This is an optimization exercise on Yosys and OpenROAD, whose aim is small area, not a production implementation.
In this exercise RTL edits were held to simulation tests only and were not proved equivalent to the original.
The clock input has no modelled driver; a real chip could not lean on it and would need a root buffer or a full tree.
Power is estimated from default activity; no workload was simulated.

Design top, start of the top module:
module top #(
    parameter PWM_INTERVAL = 600
)(
    input  logic clk,
    input  logic rst,
    output logic RGB_R,
    output logic RGB_G,
    output logic RGB_B
);
clock: 5.0 ns
lec_check: 0
cap_margin: 20
core_margin: 2
core_utilization: 40
slew_margin: 20
run.sh (not shown) runs the stock make flow with config.mk's settings and CLKGATE_MAP_FILE= SYNTH_SCRIPT=/design/flow/synth_recipe.tcl, a recipe that flattens the netlist after the stock synthesis.
Rerun with:
==> flow/flow/run.sh (new file) <==
#!/bin/bash
# Standard synthesis, then the combinational logic between the standard
# synthesis's registers is re-mapped by ABC for area (registers, their names
# and cells untouched), then the standard layout from that netlist.
set -euo pipefail
HERE=$(pwd)
RES=$HERE/orfs/results/$FLOW_PLATFORM/top/base
YOSYS=$(command -v yosys || echo "$FLOW_HOME/../tools/install/yosys/bin/yosys")

bash standard.sh synth > std_synth.log 2>&1

cp "$RES/1_2_yosys.v" "$HERE/std_1_2_yosys.v"
LIB=$FLOW_HOME/platforms/$FLOW_PLATFORM/lib/sky130_fd_sc_hd__tt_025C_1v80.lib
sed -e "s#@LIB@#$LIB#g" -e "s#@IN@#$HERE/std_1_2_yosys.v#g" -e "s#@OUT@#$HERE/reopt.v#g" \
    -e "s#@ABC@#$HERE/flow/area.abc#g" flow/reopt.ys > reopt_run.ys
"$YOSYS" -l reopt.log -q reopt_run.ys > reopt_stdout.log 2>&1

cp "$HERE/reopt.v" "$RES/1_2_yosys.v"
rm -f "$RES/1_synth.odb" "$RES/1_synth.sdc"
bash standard.sh finish > std_finish.log 2>&1
==> flow/flow/area.abc (new file) <==
strash
&get -n
&deepsyn -T 30
&put
&get -n
&dch -f
&nf -R 1000
&put
==> flow/flow/reopt.ys (new file) <==
read_liberty -ignore_miss_func -overwrite -setattr liberty_cell @LIB@
read_verilog @IN@
hierarchy -top top
setattr -mod -set keep_hierarchy 1 sky130_fd_sc_hd__dfxtp_1
flatten top
opt_clean -purge top
select top
abc -script @ABC@ -liberty @LIB@ -dont_use *lpflow* -dont_use *probe*
setundef -zero
splitnets
opt_clean -purge
hilomap -singleton -hicell sky130_fd_sc_hd__conb_1 HI -locell sky130_fd_sc_hd__conb_1 LO
insbuf -buf sky130_fd_sc_hd__buf_4 A X
opt_clean -purge
tee -o reopt_stat.txt stat -liberty @LIB@
select -clear
delete A:liberty_cell
write_verilog -noattr -nohex -nodec @OUT@
==> flow/standard.sh (new file) <==
#!/bin/bash
# synth_recipe.tcl (not shown) runs the flow's synth.tcl, then flattens the netlist and writes it again
# the make line also repeats each setting of config.mk as NAME=value (left out here)
make -C /OpenROAD-flow-scripts/flow DESIGN_CONFIG=/design/flow/config.mk WORK_HOME=/design/flow/orfs CLKGATE_MAP_FILE= SYNTH_SCRIPT=/design/flow/synth_recipe.tcl "${@:-finish}"
removed: flow/run.sh
=>
- The changed run finished with timing, DRC and antenna clean
- clock skew is about the same
- global-route usage is lower by 2.3 points
- clock power is lower by about 5%
- sequential cell count stays the same
- power is lower by 43%
- setup slack gains 39 ps
- sequential share of layout area is higher by 14 points
- final area is lower by 45%
- via count is lower by 48%
- synthesized cell count is lower by 44%
- die area is lower by 43%
Rerun with:
==> flow/flow/run.sh (replaced) <==
#!/bin/bash
bash standard.sh > standard.log 2>&1
removed: flow/flow/area.abc
removed: flow/flow/reopt.ys
=>
- worst setup slack degrades by 39 ps
- count of clock-buffer cells in the layout is unchanged
- synthesized cell count increases by 77%
- first-iteration DRC count rises to 2.6 times its value
- die area grows by 76%
- core utilization stays flat
- global-route usage goes up by 2.3 points
- design area is higher by 83%
- routed wire length grows by 120%

rev 12:
top, a different RTL version from the one above (not shown whole).
Size: about 210 cells after synthesis, roughly 1600 um2 of cells after synthesis.
export LEC_CHECK = 0
export CAP_MARGIN = 20
export CORE_MARGIN = 2
export CORE_UTILIZATION = 40
export SLEW_MARGIN = 20
create_clock -name core_clock -period 5.0 [get_ports {clk}]
standard.sh (not shown) runs the stock make flow with config.mk's settings and CLKGATE_MAP_FILE= SYNTH_SCRIPT=/design/flow/synth_recipe.tcl, a recipe that flattens the netlist after the stock synthesis.
==> flow/flow/run.sh <==
#!/bin/bash
# Standard synthesis, then the combinational logic between the standard
# synthesis's registers is re-mapped by ABC for area (registers, their names
# and cells untouched; several ABC seeds in parallel, the smallest result kept),
# then the standard layout from that netlist, with buf_1 port buffers and a
# clock tree of a single clkbuf_16 (flow/post_cts.tcl collapses the CTS tree).
set -euo pipefail
HERE=$(pwd)
RES=$HERE/orfs/results/$FLOW_PLATFORM/top/base
YOSYS=$(command -v yosys || echo "$FLOW_HOME/../tools/install/yosys/bin/yosys")
LIB=$FLOW_HOME/platforms/$FLOW_PLATFORM/lib/sky130_fd_sc_hd__tt_025C_1v80.lib

bash standard.sh synth > std_synth.log 2>&1
cp "$RES/1_2_yosys.v" "$HERE/std_1_2_yosys.v"

SEEDS="1 2 3 4"
for S in $SEEDS; do
  sed -e "s#@S@#$S#g" -e "s#@T@#${DEEPSYN_T:-120}#g" flow/area.abc > "area_$S.abc"
  sed -e "s#@LIB@#$LIB#g" -e "s#@IN@#$HERE/std_1_2_yosys.v#g" -e "s#@OUT@#$HERE/reopt_$S.v#g" \
      -e "s#@ABC@#$HERE/area_$S.abc#g" -e "s#reopt_stat.txt#reopt_stat_$S.txt#g" flow/reopt.ys > "reopt_$S.ys"
  "$YOSYS" -l "reopt_$S.log" -q "reopt_$S.ys" > "reopt_stdout_$S.log" 2>&1 &
done
wait
BEST=""; BESTA=""
for S in $SEEDS; do
  [ -s "reopt_$S.v" ] || continue
  A=$(awk '/Chip area/ {print $NF}' "reopt_stat_$S.txt")
  if [ -z "$BEST" ] || awk -v a="$A" -v b="$BESTA" 'BEGIN {exit !(a < b)}'; then BEST=$S; BESTA=$A; fi
done
echo "best seed $BEST area $BESTA" > reopt_choice.txt
cp "$HERE/reopt_$BEST.v" "$RES/1_2_yosys.v"
rm -f "$RES/1_synth.odb" "$RES/1_synth.sdc"

export BUFFER_PORTS_ARGS="-buffer_cell sky130_fd_sc_hd__buf_1"
export CTS_ARGS="-sink_clustering_enable -repair_clock_nets -buf_list sky130_fd_sc_hd__clkbuf_8 -root_buf sky130_fd_sc_hd__clkbuf_16 -sink_clustering_size 30 -dont_use_dummy_load"
export POST_CTS_TCL=$HERE/flow/post_cts.tcl
bash standard.sh finish > std_finish.log 2>&1
Other scripts of this flow, unchanged in this note and not shown: flow/flow/area.abc, flow/flow/post_cts.tcl, flow/flow/reopt.ys
Per the final summary, rev 12 finished and its layout is clean on timing, DRC and antenna.
> inputs changed (rev 12 -> rev 13)
diff --git a/flow/flow/run.sh b/flow/flow/run.sh
--- a/flow/flow/run.sh
+++ b/flow/flow/run.sh
@@ -14,11 +14,15 @@
 cp "$RES/1_2_yosys.v" "$HERE/std_1_2_yosys.v"
 
-SEEDS="1 2 3 4"
-for S in $SEEDS; do
+SEEDS="1 2 3 4 5 6 7 8"
+reopt() {
+  local S=$1
   sed -e "s#@S@#$S#g" -e "s#@T@#${DEEPSYN_T:-120}#g" flow/area.abc > "area_$S.abc"
   sed -e "s#@LIB@#$LIB#g" -e "s#@IN@#$HERE/std_1_2_yosys.v#g" -e "s#@OUT@#$HERE/reopt_$S.v#g" \
       -e "s#@ABC@#$HERE/area_$S.abc#g" -e "s#reopt_stat.txt#reopt_stat_$S.txt#g" flow/reopt.ys > "reopt_$S.ys"
-  "$YOSYS" -l "reopt_$S.log" -q "reopt_$S.ys" > "reopt_stdout_$S.log" 2>&1 &
-done
+  "$YOSYS" -l "reopt_$S.log" -q "reopt_$S.ys" > "reopt_stdout_$S.log" 2>&1 || true
+}
+for S in 1 2 3 4; do reopt $S & done
+wait
+for S in 5 6 7 8; do reopt $S & done
 wait
 BEST=""; BESTA=""
Results
Going from rev 12 to rev 13, worst setup slack roughly the same; sequential share of power closely matched the old numbers; register-to-register slack neither gained nor lost much.

## what the ideal ports hide
How much do the figures lean on ideal ports? The routed layouts below were timed once more, with nothing changed but the port constraints.
Step 1: set_driving_cell puts a clkbuf_16 on clk and a buf_2 on each other input, an assumption about the parent block.
Step 2 times the ports against the registers' clock, not the clock port: input delays grow and output delays shrink by t, the midpoint of the rising clock arrivals with the driver on.
a / b / c = no drivers / after step 1 / after step 2; a / b = the first two.
| run | shift t [ns] | setup slack, ns | clock arrival spread, ns | cell pins on the clock port's net |
|---|---|---|---|---|
| the first run of note 1 | 0.317 | 0.139 / 0.111 / 0.428 | 0.010 / 0.010 | 1 |
| the second run of note 1 | 0.305 | 0.178 / 0.152 / 0.457 | 0.008 / 0.008 | 1 |
| the third run of note 1 | 0.317 | 0.139 / 0.111 / 0.428 | 0.010 / 0.010 | 1 |
| rev 12 | 0.188 | 0.468 / 0.439 / 0.627 | 0.008 / 0.008 | 1 |
| rev 13 | 0.188 | 0.468 / 0.439 / 0.627 | 0.008 / 0.008 | 1 |
After both steps setup and hold are still met in every run listed.
